This design comes from an exercise in tuning for small area, a short achievable clock period and few clock cycles on the open sky130 flow, not from production work.
Where RTL was checked, it was by simulation tests only, not by an equivalence proof against the original.
For run 1, only the layout was checked, not whether the RTL still works.
Power figures rest on the tool's default switching activity, not on a simulated workload.

==> flow/config.mk <==
export PLATFORM = sky130hd
export DESIGN_NAME = booth_mul
export DESIGN_NICKNAME = booth_mul
export VERILOG_FILES = /design/flow/design.v
export SDC_FILE = /design/flow/constraint.sdc
export NUM_CORES = 4
export LEC_CHECK = 0
export CAP_MARGIN = 20
export CORE_MARGIN = 2
export CORE_UTILIZATION = 60
export PLACE_DENSITY = 0.75
export SETUP_SLACK_MARGIN = 2.0
export SLEW_MARGIN = 20
==> flow/constraint.sdc <==
create_clock -name core_clock -period 5.0 [get_ports {clk}]
set_input_delay 1.0000 -clock core_clock [delete_from_list [all_inputs] [get_ports {clk}]]
set_output_delay 1.0000 -clock core_clock [all_outputs]
set_load 0.01 [all_outputs]
==> flow/design.v <==
module booth_mul(clk, rst, start, data_in, done, product);
  input clk, rst, start;
  input [31:0] data_in;
  output done;
  output [63:0] product;
  reg [31:0] M;              
  reg [31:0] Q;              
  reg [33:0] AS, AC;         
  reg [7:0] L1, L2;          
  reg [3:0] ONE, TWO, NEG;   
  reg        s_lm, s_lq, s_st, s_f1, s_fin, s_dn;
  reg [1:0] cnt;
  assign done = s_dn;
  assign product = {M, Q};
  wire idle = ~(s_lm | s_lq | s_st | s_fin);
  wire [8:0] nx = s_lm ? {data_in[7:0], 1'b0} : Q[15:7];
  wire nb0_2 = nx[2], nb0_1 = nx[1], nb0_0 = nx[0];
  wire nb1_2 = nx[4], nb1_1 = nx[3], nb1_0 = nx[2];
  wire nb2_2 = nx[6], nb2_1 = nx[5], nb2_0 = nx[4];
  wire nb3_2 = nx[8], nb3_1 = nx[7], nb3_0 = nx[6];
  wire [3:0] n_one = {nb3_1 ^ nb3_0, nb2_1 ^ nb2_0, nb1_1 ^ nb1_0, nb0_1 ^ nb0_0};
  wire [3:0] n_two = {(nb3_2 & ~nb3_1 & ~nb3_0) | (~nb3_2 & nb3_1 & nb3_0), (nb2_2 & ~nb2_1 & ~nb2_0) | (~nb2_2 & nb2_1 & nb2_0), (nb1_2 & ~nb1_1 & ~nb1_0) | (~nb1_2 & nb1_1 & nb1_0), (nb0_2 & ~nb0_1 & ~nb0_0) | (~nb0_2 & nb0_1 & nb0_0)};
  wire [3:0] n_neg = {nb3_2 & ~(nb3_1 & nb3_0), nb2_2 & ~(nb2_1 & nb2_0), nb1_2 & ~(nb1_1 & nb1_0), nb0_2 & ~(nb0_1 & nb0_0)};
  wire [33:0] as_i = s_f1 ? {1'b1, 33'd0} : AS;
  wire [33:0] ac_i = s_f1 ? 34'd0 : AC;
  wire [8:0] lo = s_f1 ? 9'd0 : L1 + L2;
  wire loc = lo[8];
  wire [31:0] mx = s_f1 ? data_in : M;
  wire [32:0] x0 = {mx[31], mx} ^ {33{NEG[0]}};
  wire [33:0] pp0;
  assign pp0[32:0] = ({33{ONE[0]}} & x0) | ({33{TWO[0]}} & {x0[31:0], NEG[0]});
  assign pp0[33] = ~pp0[32];
  wire [32:0] x1 = {mx[31], mx} ^ {33{NEG[1]}};
  wire [33:0] pp1;
  assign pp1[32:0] = ({33{ONE[1]}} & x1) | ({33{TWO[1]}} & {x1[31:0], NEG[1]});
  assign pp1[33] = ~pp1[32];
  wire [32:0] x2 = {mx[31], mx} ^ {33{NEG[2]}};
  wire [33:0] pp2;
  assign pp2[32:0] = ({33{ONE[2]}} & x2) | ({33{TWO[2]}} & {x2[31:0], NEG[2]});
  assign pp2[33] = ~pp2[32];
  wire [32:0] x3 = {mx[31], mx} ^ {33{NEG[3]}};
  wire [33:0] pp3;
  assign pp3[32:0] = ({33{ONE[3]}} & x3) | ({33{TWO[3]}} & {x3[31:0], NEG[3]});
  assign pp3[33] = ~pp3[32];
  wire s1, k2, s3, k4, s5, k6, s7, k8, s9, k10, s11, k12, s13, k14, s15, k16, s17, k18, s19, k20, s21, k22, s23, k24, s25, k26, s27, k28, s29, k30, s31, k32, s33, k34, s35, k36, s37, k38, s39, k40, s41, k42, s43, k44, s45, k46, s47, k48, s49, k50, s51, k52, s53, k54, s55, k56, s57, k58, s59, k60, s61, k62, s63, k64, s65, k66, s67, k68, s69, k70, s71, k72, s73, k74, s75, k76, s77, k78, s79, k80, s81, k82, s83, k84, s85, k86, s87, k88, s89, k90, s91, k92, s93, k94, s95, k96, s97, k98, s99, k100, s101, k102, s103, k104, s105, k106, s107, k108, s109, k110, s111, k112, s113, k114, s115, k116, s117, k118, s119, k120, s121, k122, s123, k124, s125, k126, s127, k128, s129, k130, s131, k132, s133, k134, s135, k136, s137, k138, s139, k140, s141, k142, s143, k144, s145, k146, s147, k148, s149, k150, s151, k152, s153, k154, s155, k156, s157, k158, s159, k160, s161, k162, s163, k164, s165, k166, s167, k168, s169, k170, s171, k172, s173, k174, s175, k176, s177, k178, s179, k180, s181, k182, s183, k184, s185, k186, s187, k188, s189, k190, s191, k192, s193, k194, s195, k196, s197, k198, s199, k200, s201, k202, s203, k204, s205, k206, s207, k208, s209, k210, s211, k212, s213, k214, s215, k216, s217, k218, s219, k220, s221, k222, s223, k224, s225, k226, s227, k228, s229, k230, s231, k232, s233, k234, s235, k236, s237, k238, s239, k240, s241, k242, s243, k244, s245, k246, s247, k248, s249, k250, s251, k252, s253, k254, s255, k256, s257, k258, s259, k260, s261, k262, s263, k264, s265, k266, s267, k268, s269, k270, s271, k272, s273, k274, s275, k276, s277, k278, s279, k280, s281, k282, s283, k284, s285, k286, s287, k288, s289, k290, s291, k292, s293, k294, s295, k296, s297, k298, s299, k300, s301, k302, s303, k304, s305, k306, s307, k308, s309, k310, s311, k312, s313, k314, s315, k316, s317, k318, s319, k320, s321, k322, s323, k324, s325, k326, s327, k328, s329, k330, s331, k332;
  assign s1 = ac_i[6] ^ as_i[6];
  assign k2 = ac_i[6] & as_i[6];
  assign s3 = ac_i[7] ^ as_i[7];
  assign k4 = ac_i[7] & as_i[7];
  assign s5 = ac_i[8] ^ as_i[8];
  assign k6 = ac_i[8] & as_i[8];
  assign s7 = ac_i[9] ^ as_i[9];
  assign k8 = ac_i[9] & as_i[9];
  assign s9 = ac_i[10] ^ as_i[10];
  assign k10 = ac_i[10] & as_i[10];
  assign s11 = ac_i[11] ^ as_i[11];
  assign k12 = ac_i[11] & as_i[11];
  assign s13 = ac_i[12] ^ as_i[12];
  assign k14 = ac_i[12] & as_i[12];
  assign s15 = ac_i[13] ^ as_i[13];
  assign k16 = ac_i[13] & as_i[13];
  assign s17 = ac_i[14] ^ as_i[14];
  assign k18 = ac_i[14] & as_i[14];
  assign s19 = ac_i[15] ^ as_i[15];
  assign k20 = ac_i[15] & as_i[15];
  assign s21 = ac_i[16] ^ as_i[16];
  assign k22 = ac_i[16] & as_i[16];
  assign s23 = ac_i[17] ^ as_i[17];
  assign k24 = ac_i[17] & as_i[17];
  assign s25 = ac_i[18] ^ as_i[18];
  assign k26 = ac_i[18] & as_i[18];
  assign s27 = ac_i[19] ^ as_i[19];
  assign k28 = ac_i[19] & as_i[19];
  assign s29 = ac_i[20] ^ as_i[20];
  assign k30 = ac_i[20] & as_i[20];
  assign s31 = ac_i[21] ^ as_i[21];
  assign k32 = ac_i[21] & as_i[21];
  assign s33 = ac_i[22] ^ as_i[22];
  assign k34 = ac_i[22] & as_i[22];
  assign s35 = ac_i[23] ^ as_i[23];
  assign k36 = ac_i[23] & as_i[23];
  assign s37 = ac_i[24] ^ as_i[24];
  assign k38 = ac_i[24] & as_i[24];
  assign s39 = ac_i[25] ^ as_i[25];
  assign k40 = ac_i[25] & as_i[25];
  assign s41 = ac_i[26] ^ as_i[26];
  assign k42 = ac_i[26] & as_i[26];
  assign s43 = ac_i[27] ^ as_i[27];
  assign k44 = ac_i[27] & as_i[27];
  assign s45 = ac_i[28] ^ as_i[28];
  assign k46 = ac_i[28] & as_i[28];
  assign s47 = ac_i[29] ^ as_i[29];
  assign k48 = ac_i[29] & as_i[29];
  assign s49 = ac_i[30] ^ as_i[30];
  assign k50 = ac_i[30] & as_i[30];
  assign s51 = ac_i[31] ^ as_i[31];
  assign k52 = ac_i[31] & as_i[31];
  assign s53 = ac_i[0] ^ as_i[0];
  assign k54 = ac_i[0] & as_i[0];
  assign s55 = ac_i[2] ^ as_i[2];
  assign k56 = ac_i[2] & as_i[2];
  assign s57 = ac_i[3] ^ as_i[3];
  assign k58 = ac_i[3] & as_i[3];
  assign s59 = ac_i[4] ^ as_i[4] ^ NEG[2];
  assign k60 = (ac_i[4] & as_i[4]) | (ac_i[4] & NEG[2]) | (as_i[4] & NEG[2]);
  assign s61 = pp0[4] ^ pp1[2];
  assign k62 = pp0[4] & pp1[2];
  assign s63 = ac_i[5] ^ as_i[5] ^ pp0[5];
  assign k64 = (ac_i[5] & as_i[5]) | (ac_i[5] & pp0[5]) | (as_i[5] & pp0[5]);
  assign s65 = pp1[3] ^ pp2[1];
  assign k66 = pp1[3] & pp2[1];
  assign s67 = NEG[3] ^ s1 ^ pp0[6];
  assign k68 = (NEG[3] & s1) | (NEG[3] & pp0[6]) | (s1 & pp0[6]);
  assign s69 = pp1[4] ^ pp2[2] ^ pp3[0];
  assign k70 = (pp1[4] & pp2[2]) | (pp1[4] & pp3[0]) | (pp2[2] & pp3[0]);
  assign s71 = k2 ^ s3 ^ pp0[7];
  assign k72 = (k2 & s3) | (k2 & pp0[7]) | (s3 & pp0[7]);
  assign s73 = pp1[5] ^ pp2[3] ^ pp3[1];
  assign k74 = (pp1[5] & pp2[3]) | (pp1[5] & pp3[1]) | (pp2[3] & pp3[1]);
  assign s75 = k4 ^ s5 ^ pp0[8];
  assign k76 = (k4 & s5) | (k4 & pp0[8]) | (s5 & pp0[8]);
  assign s77 = pp1[6] ^ pp2[4] ^ pp3[2];
  assign k78 = (pp1[6] & pp2[4]) | (pp1[6] & pp3[2]) | (pp2[4] & pp3[2]);
  assign s79 = k6 ^ s7 ^ pp0[9];
  assign k80 = (k6 & s7) | (k6 & pp0[9]) | (s7 & pp0[9]);
  assign s81 = pp1[7] ^ pp2[5] ^ pp3[3];
  assign k82 = (pp1[7] & pp2[5]) | (pp1[7] & pp3[3]) | (pp2[5] & pp3[3]);
  assign s83 = k8 ^ s9 ^ pp0[10];
  assign k84 = (k8 & s9) | (k8 & pp0[10]) | (s9 & pp0[10]);
  assign s85 = pp1[8] ^ pp2[6] ^ pp3[4];
  assign k86 = (pp1[8] & pp2[6]) | (pp1[8] & pp3[4]) | (pp2[6] & pp3[4]);
  assign s87 = k10 ^ s11 ^ pp0[11];
  assign k88 = (k10 & s11) | (k10 & pp0[11]) | (s11 & pp0[11]);
  assign s89 = pp1[9] ^ pp2[7] ^ pp3[5];
  assign k90 = (pp1[9] & pp2[7]) | (pp1[9] & pp3[5]) | (pp2[7] & pp3[5]);
  assign s91 = k12 ^ s13 ^ pp0[12];
  assign k92 = (k12 & s13) | (k12 & pp0[12]) | (s13 & pp0[12]);
  assign s93 = pp1[10] ^ pp2[8] ^ pp3[6];
  assign k94 = (pp1[10] & pp2[8]) | (pp1[10] & pp3[6]) | (pp2[8] & pp3[6]);
  assign s95 = k14 ^ s15 ^ pp0[13];
  assign k96 = (k14 & s15) | (k14 & pp0[13]) | (s15 & pp0[13]);
  assign s97 = pp1[11] ^ pp2[9] ^ pp3[7];
  assign k98 = (pp1[11] & pp2[9]) | (pp1[11] & pp3[7]) | (pp2[9] & pp3[7]);
  assign s99 = k16 ^ s17 ^ pp0[14];
  assign k100 = (k16 & s17) | (k16 & pp0[14]) | (s17 & pp0[14]);
  assign s101 = pp1[12] ^ pp2[10] ^ pp3[8];
  assign k102 = (pp1[12] & pp2[10]) | (pp1[12] & pp3[8]) | (pp2[10] & pp3[8]);
  assign s103 = k18 ^ s19 ^ pp0[15];
  assign k104 = (k18 & s19) | (k18 & pp0[15]) | (s19 & pp0[15]);
  assign s105 = pp1[13] ^ pp2[11] ^ pp3[9];
  assign k106 = (pp1[13] & pp2[11]) | (pp1[13] & pp3[9]) | (pp2[11] & pp3[9]);
  assign s107 = k20 ^ s21 ^ pp0[16];
  assign k108 = (k20 & s21) | (k20 & pp0[16]) | (s21 & pp0[16]);
  assign s109 = pp1[14] ^ pp2[12] ^ pp3[10];
  assign k110 = (pp1[14] & pp2[12]) | (pp1[14] & pp3[10]) | (pp2[12] & pp3[10]);
  assign s111 = k22 ^ s23 ^ pp0[17];
  assign k112 = (k22 & s23) | (k22 & pp0[17]) | (s23 & pp0[17]);
  assign s113 = pp1[15] ^ pp2[13] ^ pp3[11];
  assign k114 = (pp1[15] & pp2[13]) | (pp1[15] & pp3[11]) | (pp2[13] & pp3[11]);
  assign s115 = k24 ^ s25 ^ pp0[18];
  assign k116 = (k24 & s25) | (k24 & pp0[18]) | (s25 & pp0[18]);
  assign s117 = pp1[16] ^ pp2[14] ^ pp3[12];
  assign k118 = (pp1[16] & pp2[14]) | (pp1[16] & pp3[12]) | (pp2[14] & pp3[12]);
  assign s119 = k26 ^ s27 ^ pp0[19];
  assign k120 = (k26 & s27) | (k26 & pp0[19]) | (s27 & pp0[19]);
  assign s121 = pp1[17] ^ pp2[15] ^ pp3[13];
  assign k122 = (pp1[17] & pp2[15]) | (pp1[17] & pp3[13]) | (pp2[15] & pp3[13]);
  assign s123 = k28 ^ s29 ^ pp0[20];
  assign k124 = (k28 & s29) | (k28 & pp0[20]) | (s29 & pp0[20]);
  assign s125 = pp1[18] ^ pp2[16] ^ pp3[14];
  assign k126 = (pp1[18] & pp2[16]) | (pp1[18] & pp3[14]) | (pp2[16] & pp3[14]);
  assign s127 = k30 ^ s31 ^ pp0[21];
  assign k128 = (k30 & s31) | (k30 & pp0[21]) | (s31 & pp0[21]);
  assign s129 = pp1[19] ^ pp2[17] ^ pp3[15];
  assign k130 = (pp1[19] & pp2[17]) | (pp1[19] & pp3[15]) | (pp2[17] & pp3[15]);
  assign s131 = k32 ^ s33 ^ pp0[22];
  assign k132 = (k32 & s33) | (k32 & pp0[22]) | (s33 & pp0[22]);
  assign s133 = pp1[20] ^ pp2[18] ^ pp3[16];
  assign k134 = (pp1[20] & pp2[18]) | (pp1[20] & pp3[16]) | (pp2[18] & pp3[16]);
  assign s135 = k34 ^ s35 ^ pp0[23];
  assign k136 = (k34 & s35) | (k34 & pp0[23]) | (s35 & pp0[23]);
  assign s137 = pp1[21] ^ pp2[19] ^ pp3[17];
  assign k138 = (pp1[21] & pp2[19]) | (pp1[21] & pp3[17]) | (pp2[19] & pp3[17]);
  assign s139 = k36 ^ s37 ^ pp0[24];
  assign k140 = (k36 & s37) | (k36 & pp0[24]) | (s37 & pp0[24]);
  assign s141 = pp1[22] ^ pp2[20] ^ pp3[18];
  assign k142 = (pp1[22] & pp2[20]) | (pp1[22] & pp3[18]) | (pp2[20] & pp3[18]);
  assign s143 = k38 ^ s39 ^ pp0[25];
  assign k144 = (k38 & s39) | (k38 & pp0[25]) | (s39 & pp0[25]);
  assign s145 = pp1[23] ^ pp2[21] ^ pp3[19];
  assign k146 = (pp1[23] & pp2[21]) | (pp1[23] & pp3[19]) | (pp2[21] & pp3[19]);
  assign s147 = k40 ^ s41 ^ pp0[26];
  assign k148 = (k40 & s41) | (k40 & pp0[26]) | (s41 & pp0[26]);
  assign s149 = pp1[24] ^ pp2[22] ^ pp3[20];
  assign k150 = (pp1[24] & pp2[22]) | (pp1[24] & pp3[20]) | (pp2[22] & pp3[20]);
  assign s151 = k42 ^ s43 ^ pp0[27];
  assign k152 = (k42 & s43) | (k42 & pp0[27]) | (s43 & pp0[27]);
  assign s153 = pp1[25] ^ pp2[23] ^ pp3[21];
  assign k154 = (pp1[25] & pp2[23]) | (pp1[25] & pp3[21]) | (pp2[23] & pp3[21]);
  assign s155 = k44 ^ s45 ^ pp0[28];
  assign k156 = (k44 & s45) | (k44 & pp0[28]) | (s45 & pp0[28]);
  assign s157 = pp1[26] ^ pp2[24] ^ pp3[22];
  assign k158 = (pp1[26] & pp2[24]) | (pp1[26] & pp3[22]) | (pp2[24] & pp3[22]);
  assign s159 = k46 ^ s47 ^ pp0[29];
  assign k160 = (k46 & s47) | (k46 & pp0[29]) | (s47 & pp0[29]);
  assign s161 = pp1[27] ^ pp2[25] ^ pp3[23];
  assign k162 = (pp1[27] & pp2[25]) | (pp1[27] & pp3[23]) | (pp2[25] & pp3[23]);
  assign s163 = k48 ^ s49 ^ pp0[30];
  assign k164 = (k48 & s49) | (k48 & pp0[30]) | (s49 & pp0[30]);
  assign s165 = pp1[28] ^ pp2[26] ^ pp3[24];
  assign k166 = (pp1[28] & pp2[26]) | (pp1[28] & pp3[24]) | (pp2[26] & pp3[24]);
  assign s167 = k50 ^ s51 ^ pp0[31];
  assign k168 = (k50 & s51) | (k50 & pp0[31]) | (s51 & pp0[31]);
  assign s169 = pp1[29] ^ pp2[27] ^ pp3[25];
  assign k170 = (pp1[29] & pp2[27]) | (pp1[29] & pp3[25]) | (pp2[27] & pp3[25]);
  assign s171 = as_i[32] ^ k52 ^ pp0[32];
  assign k172 = (as_i[32] & k52) | (as_i[32] & pp0[32]) | (k52 & pp0[32]);
  assign s173 = pp1[30] ^ pp2[28] ^ pp3[26];
  assign k174 = (pp1[30] & pp2[28]) | (pp1[30] & pp3[26]) | (pp2[28] & pp3[26]);
  assign s175 = as_i[33] ^ pp0[33] ^ pp1[31];
  assign k176 = (as_i[33] & pp0[33]) | (as_i[33] & pp1[31]) | (pp0[33] & pp1[31]);
  assign s177 = pp2[29] ^ pp3[27];
  assign k178 = pp2[29] & pp3[27];
  assign s179 = 1'b1 ^ pp1[32] ^ pp2[30];
  assign k180 = (1'b1 & pp1[32]) | (1'b1 & pp2[30]) | (pp1[32] & pp2[30]);
  assign s181 = NEG[0] ^ s53;
  assign k182 = NEG[0] & s53;
  assign s183 = ac_i[1] ^ as_i[1] ^ k54;
  assign k184 = (ac_i[1] & as_i[1]) | (ac_i[1] & k54) | (as_i[1] & k54);
  assign s185 = NEG[1] ^ s55 ^ pp0[2];
  assign k186 = (NEG[1] & s55) | (NEG[1] & pp0[2]) | (s55 & pp0[2]);
  assign s187 = k56 ^ s57 ^ pp0[3];
  assign k188 = (k56 & s57) | (k56 & pp0[3]) | (s57 & pp0[3]);
  assign s189 = k58 ^ s59 ^ pp2[0];
  assign k190 = (k58 & s59) | (k58 & pp2[0]) | (s59 & pp2[0]);
  assign s191 = k60 ^ k62 ^ s65;
  assign k192 = (k60 & k62) | (k60 & s65) | (k62 & s65);
  assign s193 = k66 ^ k64 ^ s67;
  assign k194 = (k66 & k64) | (k66 & s67) | (k64 & s67);
  assign s195 = k68 ^ k70 ^ s71;
  assign k196 = (k68 & k70) | (k68 & s71) | (k70 & s71);
  assign s197 = k72 ^ k74 ^ s75;
  assign k198 = (k72 & k74) | (k72 & s75) | (k74 & s75);
  assign s199 = k76 ^ k78 ^ s79;
  assign k200 = (k76 & k78) | (k76 & s79) | (k78 & s79);
  assign s201 = k80 ^ k82 ^ s83;
  assign k202 = (k80 & k82) | (k80 & s83) | (k82 & s83);
  assign s203 = k84 ^ k86 ^ s87;
  assign k204 = (k84 & k86) | (k84 & s87) | (k86 & s87);
  assign s205 = k88 ^ k90 ^ s91;
  assign k206 = (k88 & k90) | (k88 & s91) | (k90 & s91);
  assign s207 = k92 ^ k94 ^ s95;
  assign k208 = (k92 & k94) | (k92 & s95) | (k94 & s95);
  assign s209 = k96 ^ k98 ^ s101;
  assign k210 = (k96 & k98) | (k96 & s101) | (k98 & s101);
  assign s211 = k100 ^ k102 ^ s103;
  assign k212 = (k100 & k102) | (k100 & s103) | (k102 & s103);
  assign s213 = k104 ^ k106 ^ s107;
  assign k214 = (k104 & k106) | (k104 & s107) | (k106 & s107);
  assign s215 = k108 ^ k110 ^ s111;
  assign k216 = (k108 & k110) | (k108 & s111) | (k110 & s111);
  assign s217 = k112 ^ k114 ^ s115;
  assign k218 = (k112 & k114) | (k112 & s115) | (k114 & s115);
  assign s219 = k116 ^ k118 ^ s119;
  assign k220 = (k116 & k118) | (k116 & s119) | (k118 & s119);
  assign s221 = k120 ^ k122 ^ s123;
  assign k222 = (k120 & k122) | (k120 & s123) | (k122 & s123);
  assign s223 = k124 ^ k126 ^ s127;
  assign k224 = (k124 & k126) | (k124 & s127) | (k126 & s127);
  assign s225 = k128 ^ k130 ^ s131;
  assign k226 = (k128 & k130) | (k128 & s131) | (k130 & s131);
  assign s227 = k132 ^ k134 ^ s135;
  assign k228 = (k132 & k134) | (k132 & s135) | (k134 & s135);
  assign s229 = k136 ^ k138 ^ s139;
  assign k230 = (k136 & k138) | (k136 & s139) | (k138 & s139);
  assign s231 = k140 ^ k142 ^ s143;
  assign k232 = (k140 & k142) | (k140 & s143) | (k142 & s143);
  assign s233 = k144 ^ k146 ^ s147;
  assign k234 = (k144 & k146) | (k144 & s147) | (k146 & s147);
  assign s235 = k148 ^ k150 ^ s151;
  assign k236 = (k148 & k150) | (k148 & s151) | (k150 & s151);
  assign s237 = k152 ^ k154 ^ s155;
  assign k238 = (k152 & k154) | (k152 & s155) | (k154 & s155);
  assign s239 = k156 ^ k158 ^ s159;
  assign k240 = (k156 & k158) | (k156 & s159) | (k158 & s159);
  assign s241 = k160 ^ k162 ^ s163;
  assign k242 = (k160 & k162) | (k160 & s163) | (k162 & s163);
  assign s243 = k164 ^ k166 ^ s167;
  assign k244 = (k164 & k166) | (k164 & s167) | (k166 & s167);
  assign s245 = k168 ^ k170 ^ s171;
  assign k246 = (k168 & k170) | (k168 & s171) | (k170 & s171);
  assign s247 = s177 ^ k172 ^ k174;
  assign k248 = (s177 & k172) | (s177 & k174) | (k172 & k174);
  assign s249 = pp3[28] ^ k178 ^ k176;
  assign k250 = (pp3[28] & k178) | (pp3[28] & k176) | (k178 & k176);
  assign s251 = pp1[33] ^ pp2[31] ^ pp3[29];
  assign k252 = (pp1[33] & pp2[31]) | (pp1[33] & pp3[29]) | (pp2[31] & pp3[29]);
  assign s253 = 1'b1 ^ pp2[32];
  assign k254 = 1'b1 & pp2[32];
  assign s255 = s181 ^ loc;
  assign k256 = s181 & loc;
  assign s257 = k182 ^ pp0[1] ^ s183;
  assign k258 = (k182 & pp0[1]) | (k182 & s183) | (pp0[1] & s183);
  assign s259 = k184 ^ pp1[0] ^ s185;
  assign k260 = (k184 & pp1[0]) | (k184 & s185) | (pp1[0] & s185);
  assign s261 = pp1[1] ^ k186 ^ s187;
  assign k262 = (pp1[1] & k186) | (pp1[1] & s187) | (k186 & s187);
  assign s263 = s61 ^ k188 ^ s189;
  assign k264 = (s61 & k188) | (s61 & s189) | (k188 & s189);
  assign s265 = k190 ^ s63 ^ s191;
  assign k266 = (k190 & s63) | (k190 & s191) | (s63 & s191);
  assign s267 = s69 ^ k192 ^ s193;
  assign k268 = (s69 & k192) | (s69 & s193) | (k192 & s193);
  assign s269 = s73 ^ k194 ^ s195;
  assign k270 = (s73 & k194) | (s73 & s195) | (k194 & s195);
  assign s271 = s77 ^ k196 ^ s197;
  assign k272 = (s77 & k196) | (s77 & s197) | (k196 & s197);
  assign s273 = s81 ^ k198 ^ s199;
  assign k274 = (s81 & k198) | (s81 & s199) | (k198 & s199);
  assign s275 = s85 ^ k200 ^ s201;
  assign k276 = (s85 & k200) | (s85 & s201) | (k200 & s201);
  assign s277 = s89 ^ k202 ^ s203;
  assign k278 = (s89 & k202) | (s89 & s203) | (k202 & s203);
  assign s279 = s93 ^ k204 ^ s205;
  assign k280 = (s93 & k204) | (s93 & s205) | (k204 & s205);
  assign s281 = s97 ^ k206 ^ s207;
  assign k282 = (s97 & k206) | (s97 & s207) | (k206 & s207);
  assign s283 = s99 ^ k208 ^ s209;
  assign k284 = (s99 & k208) | (s99 & s209) | (k208 & s209);
  assign s285 = s105 ^ k210 ^ s211;
  assign k286 = (s105 & k210) | (s105 & s211) | (k210 & s211);
  assign s287 = s109 ^ k212 ^ s213;
  assign k288 = (s109 & k212) | (s109 & s213) | (k212 & s213);
  assign s289 = s113 ^ k214 ^ s215;
  assign k290 = (s113 & k214) | (s113 & s215) | (k214 & s215);
  assign s291 = s117 ^ k216 ^ s217;
  assign k292 = (s117 & k216) | (s117 & s217) | (k216 & s217);
  assign s293 = s121 ^ k218 ^ s219;
  assign k294 = (s121 & k218) | (s121 & s219) | (k218 & s219);
  assign s295 = s125 ^ k220 ^ s221;
  assign k296 = (s125 & k220) | (s125 & s221) | (k220 & s221);
  assign s297 = s129 ^ k222 ^ s223;
  assign k298 = (s129 & k222) | (s129 & s223) | (k222 & s223);
  assign s299 = s133 ^ k224 ^ s225;
  assign k300 = (s133 & k224) | (s133 & s225) | (k224 & s225);
  assign s301 = s137 ^ k226 ^ s227;
  assign k302 = (s137 & k226) | (s137 & s227) | (k226 & s227);
  assign s303 = s141 ^ k228 ^ s229;
  assign k304 = (s141 & k228) | (s141 & s229) | (k228 & s229);
  assign s305 = s145 ^ k230 ^ s231;
  assign k306 = (s145 & k230) | (s145 & s231) | (k230 & s231);
  assign s307 = s149 ^ k232 ^ s233;
  assign k308 = (s149 & k232) | (s149 & s233) | (k232 & s233);
  assign s309 = s153 ^ k234 ^ s235;
  assign k310 = (s153 & k234) | (s153 & s235) | (k234 & s235);
  assign s311 = s157 ^ k236 ^ s237;
  assign k312 = (s157 & k236) | (s157 & s237) | (k236 & s237);
  assign s313 = s161 ^ k238 ^ s239;
  assign k314 = (s161 & k238) | (s161 & s239) | (k238 & s239);
  assign s315 = s165 ^ k240 ^ s241;
  assign k316 = (s165 & k240) | (s165 & s241) | (k240 & s241);
  assign s317 = s169 ^ k242 ^ s243;
  assign k318 = (s169 & k242) | (s169 & s243) | (k242 & s243);
  assign s319 = s173 ^ k244 ^ s245;
  assign k320 = (s173 & k244) | (s173 & s245) | (k244 & s245);
  assign s321 = s175 ^ k246 ^ s247;
  assign k322 = (s175 & k246) | (s175 & s247) | (k246 & s247);
  assign s323 = s179 ^ k248 ^ s249;
  assign k324 = (s179 & k248) | (s179 & s249) | (k248 & s249);
  assign s325 = k180 ^ s251 ^ k250;
  assign k326 = (k180 & s251) | (k180 & k250) | (s251 & k250);
  assign s327 = pp3[30] ^ s253 ^ k252;
  assign k328 = (pp3[30] & s253) | (pp3[30] & k252) | (s253 & k252);
  assign s329 = pp2[33] ^ pp3[31] ^ k254;
  assign k330 = (pp2[33] & pp3[31]) | (pp2[33] & k254) | (pp3[31] & k254);
  assign s331 = 1'b1 ^ pp3[32];
  assign k332 = 1'b1 & pp3[32];
  wire [7:0] t_l1 = {k268, k266, k264, k262, k260, k258, k256, pp0[0]};
  wire [7:0] t_l2 = {s269, s267, s265, s263, s261, s259, s257, s255};
  wire [33:0] t_h1 = {1'b0, 1'b1, pp3[33], s331, s329, s327, k324, k322, k320, k318, k316, k314, k312, k310, k308, k306, k304, k302, k300, k298, k296, k294, k292, k290, k288, k286, k284, k282, k280, k278, k276, k274, k272, k270};
  wire [33:0] t_h2 = {1'b0, 1'b0, k332, k330, k328, k326, s325, s323, s321, s319, s317, s315, s313, s311, s309, s307, s305, s303, s301, s299, s297, s295, s293, s291, s289, s287, s285, s283, s281, s279, s277, s275, s273, s271};
  wire [39:0] fsum;
  fadd u_fadd(.x({AS[31:0], L1}), .y({AC[31:0], L2}), .s(fsum));
  always @(posedge clk) begin
    if (rst) begin
      s_lm <= 1'b0; s_lq <= 1'b0; s_st <= 1'b0; s_f1 <= 1'b0; s_fin <= 1'b0; s_dn <= 1'b0;
    end else begin
      s_lm <= idle & start;
      s_lq <= 1'b0;
      s_st <= s_lm | (s_st & (cnt != 2'd3));
      s_f1 <= s_lm;
      s_fin <= s_st & (cnt == 2'd3);
      if (idle & start) s_dn <= 1'b0;
      else if (s_fin) s_dn <= 1'b1;
    end
  end
  always @(posedge clk) begin
    if (s_lm) cnt <= 2'd0;
    else if (s_st) cnt <= cnt + 2'd1;
  end
  always @(posedge clk) begin
    ONE <= n_one; TWO <= n_two; NEG <= n_neg;
    AS <= t_h1; AC <= t_h2;
    L1 <= t_l1; L2 <= t_l2;
  end
  always @(posedge clk) begin
    if (s_f1) M <= data_in;
    else if (s_fin) M <= fsum[39:8];
  end
  always @(posedge clk) begin
    if (s_lm) Q <= data_in;
    else if (s_st | s_fin) Q <= {lo[7:0], Q[31:8]};
  end
endmodule
module fadd_p(input [39:0] x, y, input cin, output [40:0] s);
  wire [39:0] g0 = x & y;
  wire [39:0] p0 = x ^ y;
  wire G1 = g0[0] | (p0[0] & cin);
  wire P1 = 1'b0;
  wire G2 = g0[2] | (p0[2] & g0[1]);
  wire P2 = p0[2] & p0[1];
  wire G3 = g0[4] | (p0[4] & g0[3]);
  wire P3 = p0[4] & p0[3];
  wire G4 = g0[6] | (p0[6] & g0[5]);
  wire P4 = p0[6] & p0[5];
  wire G5 = g0[8] | (p0[8] & g0[7]);
  wire P5 = p0[8] & p0[7];
  wire G6 = g0[10] | (p0[10] & g0[9]);
  wire P6 = p0[10] & p0[9];
  wire G7 = g0[12] | (p0[12] & g0[11]);
  wire P7 = p0[12] & p0[11];
  wire G8 = g0[14] | (p0[14] & g0[13]);
  wire P8 = p0[14] & p0[13];
  wire G9 = g0[16] | (p0[16] & g0[15]);
  wire P9 = p0[16] & p0[15];
  wire G10 = g0[18] | (p0[18] & g0[17]);
  wire P10 = p0[18] & p0[17];
  wire G11 = g0[20] | (p0[20] & g0[19]);
  wire P11 = p0[20] & p0[19];
  wire G12 = g0[22] | (p0[22] & g0[21]);
  wire P12 = p0[22] & p0[21];
  wire G13 = g0[24] | (p0[24] & g0[23]);
  wire P13 = p0[24] & p0[23];
  wire G14 = g0[26] | (p0[26] & g0[25]);
  wire P14 = p0[26] & p0[25];
  wire G15 = g0[28] | (p0[28] & g0[27]);
  wire P15 = p0[28] & p0[27];
  wire G16 = g0[30] | (p0[30] & g0[29]);
  wire P16 = p0[30] & p0[29];
  wire G17 = g0[32] | (p0[32] & g0[31]);
  wire P17 = p0[32] & p0[31];
  wire G18 = g0[34] | (p0[34] & g0[33]);
  wire P18 = p0[34] & p0[33];
  wire G19 = g0[36] | (p0[36] & g0[35]);
  wire P19 = p0[36] & p0[35];
  wire G20 = g0[38] | (p0[38] & g0[37]);
  wire P20 = p0[38] & p0[37];
  wire G21 = g0[1] | (p0[1] & G1);
  wire P21 = p0[1] & P1;
  wire G22 = G2 | (P2 & G1);
  wire P22 = P2 & P1;
  wire G23 = g0[5] | (p0[5] & G3);
  wire P23 = p0[5] & P3;
  wire G24 = G4 | (P4 & G3);
  wire P24 = P4 & P3;
  wire G25 = g0[9] | (p0[9] & G5);
  wire P25 = p0[9] & P5;
  wire G26 = G6 | (P6 & G5);
  wire P26 = P6 & P5;
  wire G27 = g0[13] | (p0[13] & G7);
  wire P27 = p0[13] & P7;
  wire G28 = G8 | (P8 & G7);
  wire P28 = P8 & P7;
  wire G29 = g0[17] | (p0[17] & G9);
  wire P29 = p0[17] & P9;
  wire G30 = G10 | (P10 & G9);
  wire P30 = P10 & P9;
  wire G31 = g0[21] | (p0[21] & G11);
  wire P31 = p0[21] & P11;
  wire G32 = G12 | (P12 & G11);
  wire P32 = P12 & P11;
  wire G33 = g0[25] | (p0[25] & G13);
  wire P33 = p0[25] & P13;
  wire G34 = G14 | (P14 & G13);
  wire P34 = P14 & P13;
  wire G35 = g0[29] | (p0[29] & G15);
  wire P35 = p0[29] & P15;
  wire G36 = G16 | (P16 & G15);
  wire P36 = P16 & P15;
  wire G37 = g0[33] | (p0[33] & G17);
  wire P37 = p0[33] & P17;
  wire G38 = G18 | (P18 & G17);
  wire P38 = P18 & P17;
  wire G39 = g0[37] | (p0[37] & G19);
  wire P39 = p0[37] & P19;
  wire G40 = G20 | (P20 & G19);
  wire P40 = P20 & P19;
  wire G41 = g0[3] | (p0[3] & G22);
  wire P41 = p0[3] & P22;
  wire G42 = G3 | (P3 & G22);
  wire P42 = P3 & P22;
  wire G43 = G23 | (P23 & G22);
  wire P43 = P23 & P22;
  wire G44 = G24 | (P24 & G22);
  wire P44 = P24 & P22;
  wire G45 = g0[11] | (p0[11] & G26);
  wire P45 = p0[11] & P26;
  wire G46 = G7 | (P7 & G26);
  wire P46 = P7 & P26;
  wire G47 = G27 | (P27 & G26);
  wire P47 = P27 & P26;
  wire G48 = G28 | (P28 & G26);
  wire P48 = P28 & P26;
  wire G49 = g0[19] | (p0[19] & G30);
  wire P49 = p0[19] & P30;
  wire G50 = G11 | (P11 & G30);
  wire P50 = P11 & P30;
  wire G51 = G31 | (P31 & G30);
  wire P51 = P31 & P30;
  wire G52 = G32 | (P32 & G30);
  wire P52 = P32 & P30;
  wire G53 = g0[27] | (p0[27] & G34);
  wire P53 = p0[27] & P34;
  wire G54 = G15 | (P15 & G34);
  wire P54 = P15 & P34;
  wire G55 = G35 | (P35 & G34);
  wire P55 = P35 & P34;
  wire G56 = G36 | (P36 & G34);
  wire P56 = P36 & P34;
  wire G57 = g0[35] | (p0[35] & G38);
  wire P57 = p0[35] & P38;
  wire G58 = G19 | (P19 & G38);
  wire P58 = P19 & P38;
  wire G59 = G39 | (P39 & G38);
  wire P59 = P39 & P38;
  wire G60 = G40 | (P40 & G38);
  wire P60 = P40 & P38;
  wire G61 = g0[7] | (p0[7] & G44);
  wire P61 = p0[7] & P44;
  wire G62 = G5 | (P5 & G44);
  wire P62 = P5 & P44;
  wire G63 = G25 | (P25 & G44);
  wire P63 = P25 & P44;
  wire G64 = G26 | (P26 & G44);
  wire P64 = P26 & P44;
  wire G65 = G45 | (P45 & G44);
  wire P65 = P45 & P44;
  wire G66 = G46 | (P46 & G44);
  wire P66 = P46 & P44;
  wire G67 = G47 | (P47 & G44);
  wire P67 = P47 & P44;
  wire G68 = G48 | (P48 & G44);
  wire P68 = P48 & P44;
  wire G69 = g0[23] | (p0[23] & G52);
  wire P69 = p0[23] & P52;
  wire G70 = G13 | (P13 & G52);
  wire P70 = P13 & P52;
  wire G71 = G33 | (P33 & G52);
  wire P71 = P33 & P52;
  wire G72 = G34 | (P34 & G52);
  wire P72 = P34 & P52;
  wire G73 = G53 | (P53 & G52);
  wire P73 = P53 & P52;
  wire G74 = G54 | (P54 & G52);
  wire P74 = P54 & P52;
  wire G75 = G55 | (P55 & G52);
  wire P75 = P55 & P52;
  wire G76 = G56 | (P56 & G52);
  wire P76 = P56 & P52;
  wire G77 = g0[39] | (p0[39] & G60);
  wire P77 = p0[39] & P60;
  wire G78 = g0[15] | (p0[15] & G68);
  wire P78 = p0[15] & P68;
  wire G79 = G9 | (P9 & G68);
  wire P79 = P9 & P68;
  wire G80 = G29 | (P29 & G68);
  wire P80 = P29 & P68;
  wire G81 = G30 | (P30 & G68);
  wire P81 = P30 & P68;
  wire G82 = G49 | (P49 & G68);
  wire P82 = P49 & P68;
  wire G83 = G50 | (P50 & G68);
  wire P83 = P50 & P68;
  wire G84 = G51 | (P51 & G68);
  wire P84 = P51 & P68;
  wire G85 = G52 | (P52 & G68);
  wire P85 = P52 & P68;
  wire G86 = G69 | (P69 & G68);
  wire P86 = P69 & P68;
  wire G87 = G70 | (P70 & G68);
  wire P87 = P70 & P68;
  wire G88 = G71 | (P71 & G68);
  wire P88 = P71 & P68;
  wire G89 = G72 | (P72 & G68);
  wire P89 = P72 & P68;
  wire G90 = G73 | (P73 & G68);
  wire P90 = P73 & P68;
  wire G91 = G74 | (P74 & G68);
  wire P91 = P74 & P68;
  wire G92 = G75 | (P75 & G68);
  wire P92 = P75 & P68;
  wire G93 = G76 | (P76 & G68);
  wire P93 = P76 & P68;
  wire G94 = g0[31] | (p0[31] & G93);
  wire P94 = p0[31] & P93;
  wire G95 = G17 | (P17 & G93);
  wire P95 = P17 & P93;
  wire G96 = G37 | (P37 & G93);
  wire P96 = P37 & P93;
  wire G97 = G38 | (P38 & G93);
  wire P97 = P38 & P93;
  wire G98 = G57 | (P57 & G93);
  wire P98 = P57 & P93;
  wire G99 = G58 | (P58 & G93);
  wire P99 = P58 & P93;
  wire G100 = G59 | (P59 & G93);
  wire P100 = P59 & P93;
  wire G101 = G60 | (P60 & G93);
  wire P101 = P60 & P93;
  wire G102 = G77 | (P77 & G93);
  wire P102 = P77 & P93;
  assign s = {G102, p0[39] ^ G101, p0[38] ^ G100, p0[37] ^ G99, p0[36] ^ G98, p0[35] ^ G97, p0[34] ^ G96, p0[33] ^ G95, p0[32] ^ G94, p0[31] ^ G93, p0[30] ^ G92, p0[29] ^ G91, p0[28] ^ G90, p0[27] ^ G89, p0[26] ^ G88, p0[25] ^ G87, p0[24] ^ G86, p0[23] ^ G85, p0[22] ^ G84, p0[21] ^ G83, p0[20] ^ G82, p0[19] ^ G81, p0[18] ^ G80, p0[17] ^ G79, p0[16] ^ G78, p0[15] ^ G68, p0[14] ^ G67, p0[13] ^ G66, p0[12] ^ G65, p0[11] ^ G64, p0[10] ^ G63, p0[9] ^ G62, p0[8] ^ G61, p0[7] ^ G44, p0[6] ^ G43, p0[5] ^ G42, p0[4] ^ G41, p0[3] ^ G22, p0[2] ^ G21, p0[1] ^ G1, p0[0] ^ cin};
endmodule
module fadd(x, y, s);
  input [39:0] x, y;
  output [39:0] s;
  wire [40:0] w;
  fadd_p u(.x(x), .y(y), .cin(1'b0), .s(w));
  assign s = w[39:0];
endmodule
==> flow/flow/run.sh <==
#!/bin/bash
# Own layout flow: the standard layout (standard.sh), with the input and
# output ports buffered by sky130_fd_sc_hd__buf_2 instead of the cell
# buffer_ports picks by default. Everything else is the standard flow.
# Runs in the standard flow's work folder; each tool's output goes to a log file here.
set -euo pipefail
work=$(pwd)
cp config.mk flow_config.mk
echo "export BUFFER_PORTS_ARGS = -buffer_cell sky130_fd_sc_hd__buf_2" >> flow_config.mk
sed "s#${work}/config.mk#${work}/flow_config.mk#g; s#DESIGN_CONFIG=config.mk#DESIGN_CONFIG=${work}/flow_config.mk#g" standard.sh > flow_standard.sh
grep -q flow_config.mk flow_standard.sh
bash flow_standard.sh > flow_standard.log 2>&1
==> flow/standard.sh <==
#!/bin/bash
# synth_recipe.tcl (not shown) runs the flow's synth.tcl, then flattens the netlist and writes it again
# the make line also repeats each setting of config.mk as NAME=value (left out here)
make -C /OpenROAD-flow-scripts/flow DESIGN_CONFIG=/design/flow/config.mk WORK_HOME=/design/flow/orfs CLKGATE_MAP_FILE= SYNTH_SCRIPT=/design/flow/synth_recipe.tcl "${@:-finish}"
==> results.ini, run 1 <==
[outcome]
run_status = finished clean

[clock_tree]
tritoncts.num_buffers = 17
numClockSinks = 162
worst_skew_pair.late_latency_ns = 0.45
tritoncts = yes
root_buffer = clkbuf_16
clock_tree.buffer_depth = 2
holdBufCountCts = 0
clock_tree.htree_level_count = 4
worst_setup_hold_path_clk_slew_ns = 0.08

[global_routing]
grt_first_pass_wirelength_um = 64900
grt_max_degree = 40
overflow_left_after_global_routing = 0
antenna_found_initial = 0
first_global_vias = 11500
track_usage_pct = 35.9

[synthesis]
synthFlopType = dfxtp_1
synthesis.area_um2 = 13400
number_of_different_library_cells_in_the_post_synthesis_netlist = 63
post_synth_edffs = 64
post_synth_inst_count = 1337
mappedNetlistNets = 1585
postSynthRegisterBits = 162
postSynth.asyncResetShare_pct = 0
commonest_cells_in_the_synthesized_netlist = 186 x inv_1, 132 x fa_1, 109 x xnor2_1, 98 x dfxtp_1, 81 x ha_1
post_synth.cell_area_avg_um2 = 10.0
yosysMostFrequentCell = inv_1
ys_warn_count = 1
share_of_yosys_cell_area_claimed_by_the_top_area_cell_type_pct = 19.7
synth_area_leader_cell = fa_1
synth_area_leaders = fa_1 20%, dfxtp_1 15%, edfxtp_1 14%, ha_1 7.6%, xnor2_1 7.1%
synth_sequential_area_ratio_pct = 28.9

[place]
placement.io_buffers = 99
detailed_place_hpwl_um = 28800
placed_area_um2 = 14600
pre_cts_ws_ns = 1.28
routabilityCongestion = 0.940

[routing]
final_antenna_net_count = 0
drt_drc_violations_left = 0
detail_route.iter0.violations = 1487
dr_total_vias = 11600
detail_route.vias_per_cell = 6.47
wl_per_cell_um = 24.6
detailedRoute.firstPassIterationCount = 9
finalWirelength_um = 44200

[sta]
finalCriticalPeriod_ns = 3.17
timing.final.max_slew_violations = 0
hold_viol_final = 0
max_clock_freq_mhz = 316
timing.final.crit_share_pct = 63.3
finalClockSkew_ns = 0.0132
transition_time_at_the_pin_with_the_least_slew_margin_ns = 1.11
maxSlewHeadroom_pct = 25.9
final.hold.worst_slack_ns = 0.458
timing.final.setup_violations = 0
post_route_setup_tns_ns = 0
postLayoutSetupSlackWorst_ns = 1.83
grt_setup_unrepaired = true

[job]
maxCapViolCount = 0

[die]
design.core.area_um2 = 21900
top_level_ports = 100
die_height_um = 154
initial_utilization_pct = 61.3
floorplan.die_area_um2 = 23600
row_cnt = 54
chipWidth_um = 154

[worst_hold_path]
worst_min_delay_path_category = flip-flop to flip-flop

[finish]
final_design_area_no_fill_um2 = 16800
post_route_cells_drive_above_1_share_pct = 29.8
fin_util_pct = 77.0
area_growth_syn_to_layout_pct = 25.6
final_net_count = 1749
antennaDiodeCount = 0

[setup_path]
worst-endpoint-required_ns = 5.39
worst-endpoint-arrival_ns = 3.55
critical_path_peak_fanout = 8
setup.worst_path.end_class = flip-flop
timing.setup.critical_path_class = flip-flop to flip-flop
worst_setup_path_start_kind = flip-flop

[power_and_ir_drop]
power.density_nw_per_um2 = 839
p_leak_nw = 7.55
peakVddDrop_v = 0.000685

-- where the power goes --
group          internal [W]  leakage (nW)  switching [W]
clock              0.000671         0.285       0.000683
sequential          0.00224          1.42       0.000525
combinational       0.00433          5.84        0.00568
-- cells by family after synthesis --
family                   Yosys count  share of synthesized area, %
AND/OR/NAND/NOR                  197                          7.51
adder cells (fa/ha/maj)          213                          27.2
XOR/XNOR                         119                          7.77
buffers and inverters            268                          7.50
AO/OA/AOI/OAI                    350                          18.8
multiplexers                      28                          2.27
flip-flops                       162                          28.9
-- flip-flops by register name, summed over array words and instances (netlist names) --
name / count
AC: 32
M: 32
Q: 32
AS: 31
L1: 8
L2: 8
NEG: 4
ONE: 4
TWO: 4
cnt: 2
s_dn: 1
s_f1: 1
s_fin: 1
s_lm: 1
s_st: 1
-- layout by cell type, fill, tap and decap left out, types with 6 or more instances in the layout --
cell type / count
a21o_1: 6
xor2_1: 9
ha_1: 75
xnor2_2: 26
a22oi_2: 8
inv_8: 6
clkbuf_16: 19
nand2_1: 38
fa_1: 90
xnor2_1: 83
dfxtp_1: 88
nand2_4: 12
a21oi_1: 31
a22o_1: 46
fa_2: 42
a211oi_1: 7
nor2_1: 38
o31ai_1: 12
mux2i_1: 6
buf_4: 99
buf_6: 9
nand3_1: 6
edfxtp_1: 64
o21ai_0: 52
o21ai_1: 12
inv_1: 178
nor2b_1: 60
dfxtp_2: 6
ha_4: 6
buf_2: 97
a221o_1: 27
a21boi_4: 29
o22ai_1: 30
inv_2: 6
mux2_2: 19
a22oi_1: 49
buf_12: 6
-- path summary, 6_finish.rpt --
path	start	to	slack (ns)	cells past startpoint
worst max-delay path	s_f1	AC[24]	1.83	11
worst max register to register	s_f1	AC[24]	1.83	11
worst min register to register	s_lm	cnt[0]	0.46	1
worst min-delay path	s_lm	cnt[0]	0.46	1
-- final cells by class --
class                   instances  area [um^2]
inverters                     188          731
clock buffers                  17          425
fillers                      1385         5040
well taps                     280          350
clock inverters                15          160
repair inverters                2         15.0
repair buffers                223         1770
flip-flops and latches        162         3910
multi-input cells             907         9490
-- layer usage --
metal,track usage [%],up-vias,part of all wire (%)
met1,45.2,5588,36
met5,0,-,0
met4,19.5,0,7.6
met3,6.82,253,9.5
met2,59.0,826,47
li1,-,4935,-
-- worst max-delay path: stages, from the launching register on --
cell,delay [ns]
dfxtp_4,0.48
buf_6,0.17
buf_6,0.13
nand2_4,0.05
a21boi_4,0.16
buf_4,0.15
xnor2_1,0.28
a22oi_1,0.17
fa_2,0.45
fa_1,0.51
inv_1,0.05
fa_2,0.51
-- through the flow --
| stage | instances | power, W |
|---|---|---|
| after floorplan | 1337 | 0.00893 |
| after global placement | 1657 | 0.0114 |
| after detailed placement | 1657 | 0.0118 |
| after CTS | 1756 | 0.0135 |
| after global routing | 1794 | 0.0154 |
| final | 1794 | 0.0141 |
-- repair_timing --
action	CTS	global route
setup endpoints to repair	73	74
pin swaps	17	52
cloned	8	3
resized for setup	88	62
buffers inserted	59	35
==> run 2, diff against run 1 <==
--- a/flow/design.v
+++ b/flow/design.v
@@ -15,3 +15,3 @@
   wire idle = ~(s_lm | s_lq | s_st | s_fin);
-  wire [8:0] nx = s_lm ? {data_in[7:0], 1'b0} : Q[15:7];
+  wire [8:0] nx = s_lq ? {data_in[7:0], 1'b0} : Q[15:7];
   wire nb0_2 = nx[2], nb0_1 = nx[1], nb0_0 = nx[0];
@@ -27,3 +27,3 @@
   wire loc = lo[8];
-  wire [31:0] mx = s_f1 ? data_in : M;
+  wire [31:0] mx = M;
   wire [32:0] x0 = {mx[31], mx} ^ {33{NEG[0]}};
@@ -388,5 +388,5 @@
       s_lm <= idle & start;
-      s_lq <= 1'b0;
-      s_st <= s_lm | (s_st & (cnt != 2'd3));
-      s_f1 <= s_lm;
+      s_lq <= s_lm;
+      s_st <= s_lq | (s_st & (cnt != 2'd3));
+      s_f1 <= s_lq;
       s_fin <= s_st & (cnt == 2'd3);
@@ -397,3 +397,3 @@
   always @(posedge clk) begin
-    if (s_lm) cnt <= 2'd0;
+    if (s_lq) cnt <= 2'd0;
     else if (s_st) cnt <= cnt + 2'd1;
@@ -406,3 +406,3 @@
   always @(posedge clk) begin
-    if (s_f1) M <= data_in;
+    if (s_lm) M <= data_in;
     else if (s_fin) M <= fsum[39:8];
@@ -410,3 +410,3 @@
   always @(posedge clk) begin
-    if (s_lm) Q <= data_in;
+    if (s_lq) Q <= data_in;
     else if (s_st | s_fin) Q <= {lo[7:0], Q[31:8]};
--- a/flow/config.mk
+++ b/flow/config.mk
@@ -9,5 +9,5 @@
 export CORE_MARGIN = 2
-export CORE_UTILIZATION = 60
-export PLACE_DENSITY = 0.75
-export SETUP_SLACK_MARGIN = 2.0
+export CORE_UTILIZATION = 50
+export PLACE_DENSITY = 0.7
+export SETUP_SLACK_MARGIN = 2.4
 export SLEW_MARGIN = 20
==> results.ini, run 2 <==
[worst_hold_path]
worst_min_delay_path_category = flip-flop to flip-flop

[sta]
postLayoutSetupSlackWorst_ns = 2.18  ; +0.347 ns
finalCriticalPeriod_ns = 2.82  ; -0.347 ns
timing.final.crit_share_pct = 56.4  ; -6.9 points
transition_time_at_the_pin_with_the_least_slew_margin_ns = 0.973  ; -0.139 ns
final.hold.worst_slack_ns = 0.500  ; +0.0415 ns
timing.final.max_slew_violations = 0  ; unchanged
max_clock_freq_mhz = 355  ; +12%
maxSlewHeadroom_pct = 35.1  ; +9.2 points
timing.final.setup_violations = 0  ; unchanged
grt_setup_unrepaired = true
finalClockSkew_ns = 0.0157  ; +0.00248 ns
hold_viol_final = 0  ; unchanged
post_route_setup_tns_ns = 0  ; unchanged

[clock_tree]
tritoncts.num_buffers = 17  ; unchanged
clock_tree.buffer_depth = 2  ; unchanged
clock_tree.htree_level_count = 4  ; unchanged
root_buffer = clkbuf_16
worst_setup_hold_path_clk_slew_ns = 0.08  ; about the same
numClockSinks = 163  ; +0.62%
tritoncts = yes
worst_skew_pair.late_latency_ns = 0.46  ; about the same

[synthesis]
share_of_yosys_cell_area_claimed_by_the_top_area_cell_type_pct = 19.0  ; -0.67 points
synthFlopType = dfxtp_1
synth_area_leaders = fa_1 19%, dfxtp_1 14%, edfxtp_1 14%, ha_1 7.3%, inv_1 5.1%
yosys.area_share.simple_pct = 10.2  ; +2.7 points
post_synth_inst_count = 1422  ; +6.4%
synth-compound-area-share_pct = 21.1  ; +2.3 points
synth-xor-area-share_pct = 3.59  ; -4.2 points
yosysMostFrequentCell = inv_1
ys_warn_count = 1  ; unchanged
postSynthRegisterBits = 163  ; +0.62%
number_of_different_library_cells_in_the_post_synthesis_netlist = 64  ; +1.6%
yosys.area_share.adder_pct = 26.3  ; -0.92 points
mappedNetlistNets = 1670  ; +5.4%
post_synth_mux_area_share_pct = 2.19  ; -0.077 points
commonest_cells_in_the_synthesized_netlist = 190 x inv_1, 132 x fa_1, 114 x nand2_1, 110 x clkbuf_1, 99 x dfxtp_1
largest_family_of_logic_cells_by_synthesized_area = adder cells
synth_area_leader_cell = fa_1
synth_sequential_area_ratio_pct = 28.1  ; -0.84 points
post_synth_edffs = 64  ; unchanged
synthesis.area_um2 = 13900  ; +3.5%
postSynth.asyncResetShare_pct = 0  ; unchanged
post_synth.cell_area_avg_um2 = 9.77  ; -2.7%

[die]
die_height_um = 171  ; +11%
chipWidth_um = 171  ; +11%
initial_utilization_pct = 50.4  ; -11 points
top_level_ports = 100  ; unchanged
row_cnt = 61  ; +13%
design.core.area_um2 = 27600  ; +26%
floorplan.die_area_um2 = 29100  ; +24%

[global_routing]
first_global_vias = 12100  ; +4.8%
grt_max_degree = 44  ; +10%
grt_first_pass_wirelength_um = 71400  ; +10%
overflow_left_after_global_routing = 0  ; unchanged
antenna_found_initial = 1  ; +1
track_usage_pct = 33.1  ; -2.8 points

[place]
detailed_place_hpwl_um = 29200  ; +1.4%
pre_cts_ws_ns = 1.43  ; +0.153 ns
placement.io_buffers = 99  ; unchanged
placed_area_um2 = 14600  ; about the same
routabilityCongestion = 0.917  ; -2.4%

[setup_path]
setup.worst_path.end_class = flip-flop
critical_path_peak_fanout = 27  ; +19
worst-endpoint-required_ns = 5.39  ; about the same
worst-endpoint-arrival_ns = 3.21  ; -0.34 ns
worst_setup_path_start_kind = flip-flop
timing.setup.critical_path_class = flip-flop to flip-flop

[outcome]
run_status = finished clean

[routing]
dr_total_vias = 12800  ; +10%
detail_route.iter0.violations = 1614  ; +8.5%
detailedRoute.firstPassIterationCount = 7  ; -2
detail_route.vias_per_cell = 6.49  ; +0.37%
final_antenna_net_count = 0  ; unchanged
drt_drc_violations_left = 0  ; unchanged
finalWirelength_um = 51200  ; +16%
wl_per_cell_um = 26.0  ; +5.6%

[finish]
final_cell_mix = 166 x inv_1, 109 x nand2_1, 104 x buf_4
fin_util_pct = 64.9  ; -12 points
final_design_area_no_fill_um2 = 17900  ; +6.1%
antennaDiodeCount = 0  ; unchanged
commonest_non_fill_non_tap_cell_in_the_layout = inv_1
reg_top3 = AC x32, M x32, Q x32
post_route_cells_drive_above_1_share_pct = 36.0  ; +6.2 points
final_net_count = 1827  ; +4.5%
area_growth_syn_to_layout_pct = 28.7

[job]
maxCapViolCount = 0  ; unchanged

[power_and_ir_drop]
p_leak_nw = 7.61  ; +0.77%
peakVddDrop_v = 0.000504  ; -26%
power.density_nw_per_um2 = 810  ; -3.4%

[run 2: cell types whose count changed after synthesis, moves of 37 or more]
cell      previous run  this run
o221a_2              0        37
nor2_1              38        75
clkbuf_1            68       110
a22o_1              46         6
nand2_1             57       114
o221ai_1             0        56
xnor2_1            109        14
[run 2: worst paths after layout]
kind / from / end / slack, ns / cells after the start
setup / recovery: NEG[0] / AC[10] / 2.18 / 8
hold / removal: s_dn / s_dn / 0.50 / 2
setup reg to reg: NEG[0] / AC[10] / 2.18 / 8
hold reg to reg: s_dn / s_dn / 0.50 / 2
[run 2: area by class of cell]
class / instances / area, um^2
multi-input combinational: 945 / 9680
fill: 2031 / 9670
timing repair inverter: 2 / 15.0
tap: 378 / 473
clock inverter: 15 / 211
clock buffer: 17 / 425
inverter: 190 / 734
sequential: 163 / 3970
timing repair buffer: 260 / 2370
[run 2: critical path, cell delays in order, from the launching register on]
cell     delay [ns]
dfxtp_4        0.44
buf_8          0.26
o221a_2        0.24
nor2_2         0.05
fa_1           0.57
inv_2          0.07
fa_1           0.55
inv_2          0.05
fa_1           0.52
[run 2: power by group]
group          internal, W  total, W  switching (W)
logic              0.00448    0.0103        0.00585
clock network     0.000688   0.00139       0.000701
registers          0.00222   0.00276       0.000541
[run 2: timing repair]
| item | CTS | global route |
|---|---|---|
| endpoints found under the setup margin | 85 | 83 |
| hold buffers | 0 | 0 |
| pin swaps | 37 | 71 |
| setup buffers | 102 | 28 |
| gates resized for setup | 137 | 147 |
| hold endpoints to repair | 0 | 0 |
| gates cloned | 8 | 4 |
[run 2: per-stage QoR]
step                power (W)  instances
detailed placement     0.0109       1796
finish                 0.0145       1970
global placement       0.0105       1796
floorplan             0.00858       1422
global route           0.0156       1970
CTS                    0.0132       1938
[run 2: routing by layer]
layer  track usage [%]  part of all wire [%]  vias to the layer above
met5                 0                  0.15                        -
met4              19.1                   7.2                        5
met3              8.05                    11                      267
met2              52.4                    45                      935
met1              41.4                    36                     6226
li1                  -                     -                     5354
[run 2: logic make-up (layout without fill, tap and decap cells)]
logic type	count (synthesis)	after routing
multiplexers	28	28
buffers and inverters	314	484
XOR/XNOR	57	57
AND/OR/NAND/NOR	301	301
adder cells (fa/ha/maj)	213	213
flip-flops	163	163
AO/OA/AOI/OAI	346	346
Testbench counts of run 2, summed over its fixed seeds: cycles 12,800.
==> run 3, diff against run 2 <==
--- a/flow/config.mk
+++ b/flow/config.mk
@@ -10,4 +10,5 @@
 export CORE_UTILIZATION = 50
+export CTS_BUF_LIST = sky130_fd_sc_hd__clkbuf_4 sky130_fd_sc_hd__clkbuf_8
 export PLACE_DENSITY = 0.7
-export SETUP_SLACK_MARGIN = 2.4
+export SETUP_SLACK_MARGIN = 2.0
 export SLEW_MARGIN = 20
==> results.ini, run 3 <==
[setup_path]
timing.reg2reg.setup_slack_ns = 2.03  ; -0.15 ns
path_buf_inv = 5  ; +2
critical_path_peak_fanout = 30  ; +11%
timing.setup.critical_path_class = flip-flop to flip-flop
rr_worst_depth = 10  ; +2
crit_start = ONE[0]
r2r_end = L2[7]
maximum_single_stage_delay_on_the_critical_path_ns = 0.54  ; -0.03 ns
setup.worst_path.end_class = flip-flop
worst-endpoint-required_ns = 5.44  ; +0.05 ns
r2r_start = ONE[0]
worst_setup_path_start_kind = flip-flop
worst-endpoint-arrival_ns = 3.41  ; +0.20 ns
cp_top_family = adder cells
timing.critical_path.slowest_stage_cell = fa_1
critical_path_cell_sequence = buf_12 -> inv_1 -> buf_12 -> o221a_2 -> nor2_1 -> fa_1 -> inv_1 -> fa_1 -> inv_1 -> fa_1

[sta]
max_clock_freq_mhz = 337  ; -5.0%
timing.final.crit_share_pct = 59.4  ; +3.0 points
post_route_setup_tns_ns = 0  ; unchanged
grt_setup_unrepaired = true
timing.final.max_slew_violations = 0  ; unchanged
finalClockSkew_ns = 0.0191  ; +0.00343 ns
finalCriticalPeriod_ns = 2.97  ; +0.149 ns
transition_time_at_the_pin_with_the_least_slew_margin_ns = 0.961  ; -0.0120 ns
postLayoutSetupSlackWorst_ns = 2.03  ; -0.149 ns
maxSlewHeadroom_pct = 35.9  ; +0.80 points
hold_viol_final = 0  ; unchanged
final.hold.worst_slack_ns = 0.504  ; +0.00407 ns
timing.final.setup_violations = 0  ; unchanged

[worst_hold_path]
number_of_stages_on_the_worst_hold_path = 2  ; unchanged
whs_endpoint = s_fin
worst_min_delay_path_category = flip-flop to flip-flop
timing.hold.worst.start = s_st

[finish]
post_route_cells_drive_above_1_share_pct = 19.3  ; -17 points
commonest_non_fill_non_tap_cell_in_the_layout = inv_1
reg_top3 = AC x32, M x32, Q x32
final_cell_mix = 185 x inv_1, 132 x fa_1, 114 x nand2_1
area_growth_syn_to_layout_pct = 11.5
fillers = 2439  ; +20%
final_net_count = 1722  ; -5.7%

[routing]
finalWirelength_um = 43000  ; -16%
drt_drc_violations_left = 0  ; unchanged
wl_per_cell_um = 23.0  ; -11%
dr_total_vias = 11600  ; -9.2%
detailedRoute.firstPassIterationCount = 8  ; +1
detail_route.iter0.violations = 1281  ; -21%
final_antenna_net_count = 0  ; unchanged
detail_route.vias_per_cell = 6.23  ; -4.1%

[clock_tree]
tritoncts.num_buffers = 17  ; unchanged
numClockSinks = 163  ; unchanged
tritoncts = yes
clock_tree.htree_level_count = 4  ; unchanged
worst_skew_pair.late_latency_ns = 0.51  ; +0.05 ns
clock_tree.buffer_depth = 2  ; unchanged
worst_setup_hold_path_clk_slew_ns = 0.12  ; +0.04 ns
root_buffer = clkbuf_8

[synthesis]
share_of_yosys_cell_area_claimed_by_the_top_area_cell_type_pct = 19.0  ; unchanged
synth_area_leaders = fa_1 19%, dfxtp_1 14%, edfxtp_1 14%, ha_1 7.3%, inv_1 5.1%
yosysMostFrequentCell = inv_1
postSynth.asyncResetShare_pct = 0  ; unchanged
mappedNetlistNets = 1670  ; unchanged
commonest_cells_in_the_synthesized_netlist = 190 x inv_1, 132 x fa_1, 114 x nand2_1, 110 x clkbuf_1, 99 x dfxtp_1
synthesis.area_um2 = 13900  ; unchanged
synth_area_leader_cell = fa_1
ys_warn_count = 1  ; unchanged
postSynthRegisterBits = 163  ; unchanged
post_synth_inst_count = 1422  ; unchanged
synth_sequential_area_ratio_pct = 28.1  ; unchanged
post_synth_edffs = 64  ; unchanged
number_of_different_library_cells_in_the_post_synthesis_netlist = 64  ; unchanged
synthFlopType = dfxtp_1
post_synth.cell_area_avg_um2 = 9.77  ; unchanged

[global_routing]
grt_first_pass_wirelength_um = 63800  ; -11%
globalRoute.busiestLayer = met2
grt.met1_usage_pct = 38.0  ; -3.4 points
antenna_found_initial = 2  ; +1
grt_use_met2_pct = 46.6  ; -5.8 points
overflow_left_after_global_routing = 0  ; unchanged
grt_max_degree = 67  ; +52%
first_global_vias = 11100  ; -8.2%
track_usage_pct = 29.1  ; -4.0 points
grt.met3_usage_pct = 6.41  ; -1.6 points

[die]
floorplan.die_area_um2 = 29100  ; unchanged
row_cnt = 61  ; unchanged
die_height_um = 171  ; unchanged
chipWidth_um = 171  ; unchanged
top_level_ports = 100  ; unchanged
initial_utilization_pct = 50.4  ; unchanged
design.core.area_um2 = 27600  ; unchanged

[place]
detailed_place_hpwl_um = 29500  ; +0.88%
placement.io_buffers = 99  ; unchanged
routabilityCongestion = 0.914  ; -0.33%
pre_cts_ws_ns = 1.56  ; +0.125 ns

[job]
maxCapViolCount = 0  ; unchanged

[power_and_ir_drop]
peakVddDrop_v = 0.000392  ; -22%
p_leak_nw = 6.76  ; -11%
power_w = 0.0121  ; -17%
power.density_nw_per_um2 = 781  ; -3.6%

[outcome]
run_status = finished clean

[run 3: worst max path at each step]
stage / end / slack (ns) / depth (start not counted)
4_1_cts: AC[9] / 2.00 / 10
3_3_place_gp: AC[7] / 1.66 / 10
6_report: L2[7] / 2.03 / 10
2_1_floorplan: L2[7] / 2.06 / 9
5_1_grt: AC[10] / 1.92 / 10
3_5_place_dp: AC[9] / 1.56 / 10
[run 3: cell type report]
| type | instances | area, um^2 | area share (%) |
|---|---|---|---|
| Antenna cell | 1 | 2.50 | 0.0162 |
| Multi-Input combinational cell | 945 | 8810 | 56.9 |
| Sequential cell | 163 | 3930 | 25.4 |
| Tap cell | 378 | 473 | 3.06 |
| Timing Repair Buffer | 156 | 1090 | 7.06 |
| Clock buffer | 17 | 234 | 1.51 |
| Timing Repair inverter | 1 | 7.51 | 0.0485 |
| Inverter | 190 | 728 | 4.70 |
| Clock inverter | 15 | 199 | 1.29 |
[run 3: worst min-delay path: stages, from the launching register on]
cell	delay, ns
dfxtp_1	0.37
nand2_1	0.07
nor2_1	0.04
[run 3: cell families after synthesis]
group	share of synthesized area, %
simple gates	10.2
flops	28.1
buf+inv	8.49
xor+xnor	3.59
mux	2.19
compound gates	21.1
fa+ha+maj	26.3
[run 3: power by group]
group | internal (W) | leakage (nW) | switching [W] | total (W)
sequential | 0.00221 | 1.43 | 0.000736 | 0.00294
clock | 0.000394 | 0.214 | 0.000654 | 0.00105
combinational | 0.00343 | 5.12 | 0.00466 | 0.00810
[run 3: per-stage QoR]
stage	cell area [um^2]	utilization (%)	cells
2_1_floorplan	13900	-	1422
3_3_place_gp	14600	52.8	1794
6_report	15500	56.2	1866
5_1_grt	15500	56.2	1865
4_1_cts	15100	54.9	1835
3_5_place_dp	14600	52.8	1794
[run 3: repair_timing]
| item | in CTS | in global routing |
|---|---|---|
| resized for setup | 18 | 15 |
| hold buffers | 0 | 0 |
| endpoints found under the setup margin | 61 | 50 |
| buffers inserted | 8 | 28 |
| cloned | 1 | 2 |
[run 3: routing by layer]
metal,up-vias,share of wire [%]
li1,5129,-
met1,5688,39
met2,668,47
met3,129,10
met4,2,4.0
met5,-,0.044

## port drivers added, routing unchanged
In the flow no input, the clock included, has a driving cell. The finished layouts below were timed again as built, in two steps. Step 1, drivers: a clkbuf_16 drives clk and a buf_2 each remaining input, both assumed. Step 2 times the ports against the registers' clock, not the clock port: input delays grow and output delays shrink by t, the midpoint of the rising clock arrivals with the driver on. Slacks: ideal ports / drivers / drivers and shift; pairs: ideal ports / drivers.
| run | t (ns) | setup slack, ns | pins driven straight from the clock port |
|---|---|---|---|
| run 1 | 0.488 | 1.834 / 1.834 / 1.364 | 1 |
| run 2 | 0.502 | 2.181 / 2.181 / 2.181 | 1 |
| run 3 | 0.548 | 2.031 / 2.031 / 2.031 | 1 |
After both steps setup and hold are still met in every run listed. The setup slack of run 1, which loses most, moves by 0.000 ns with the drivers and by -0.470 ns with both steps.
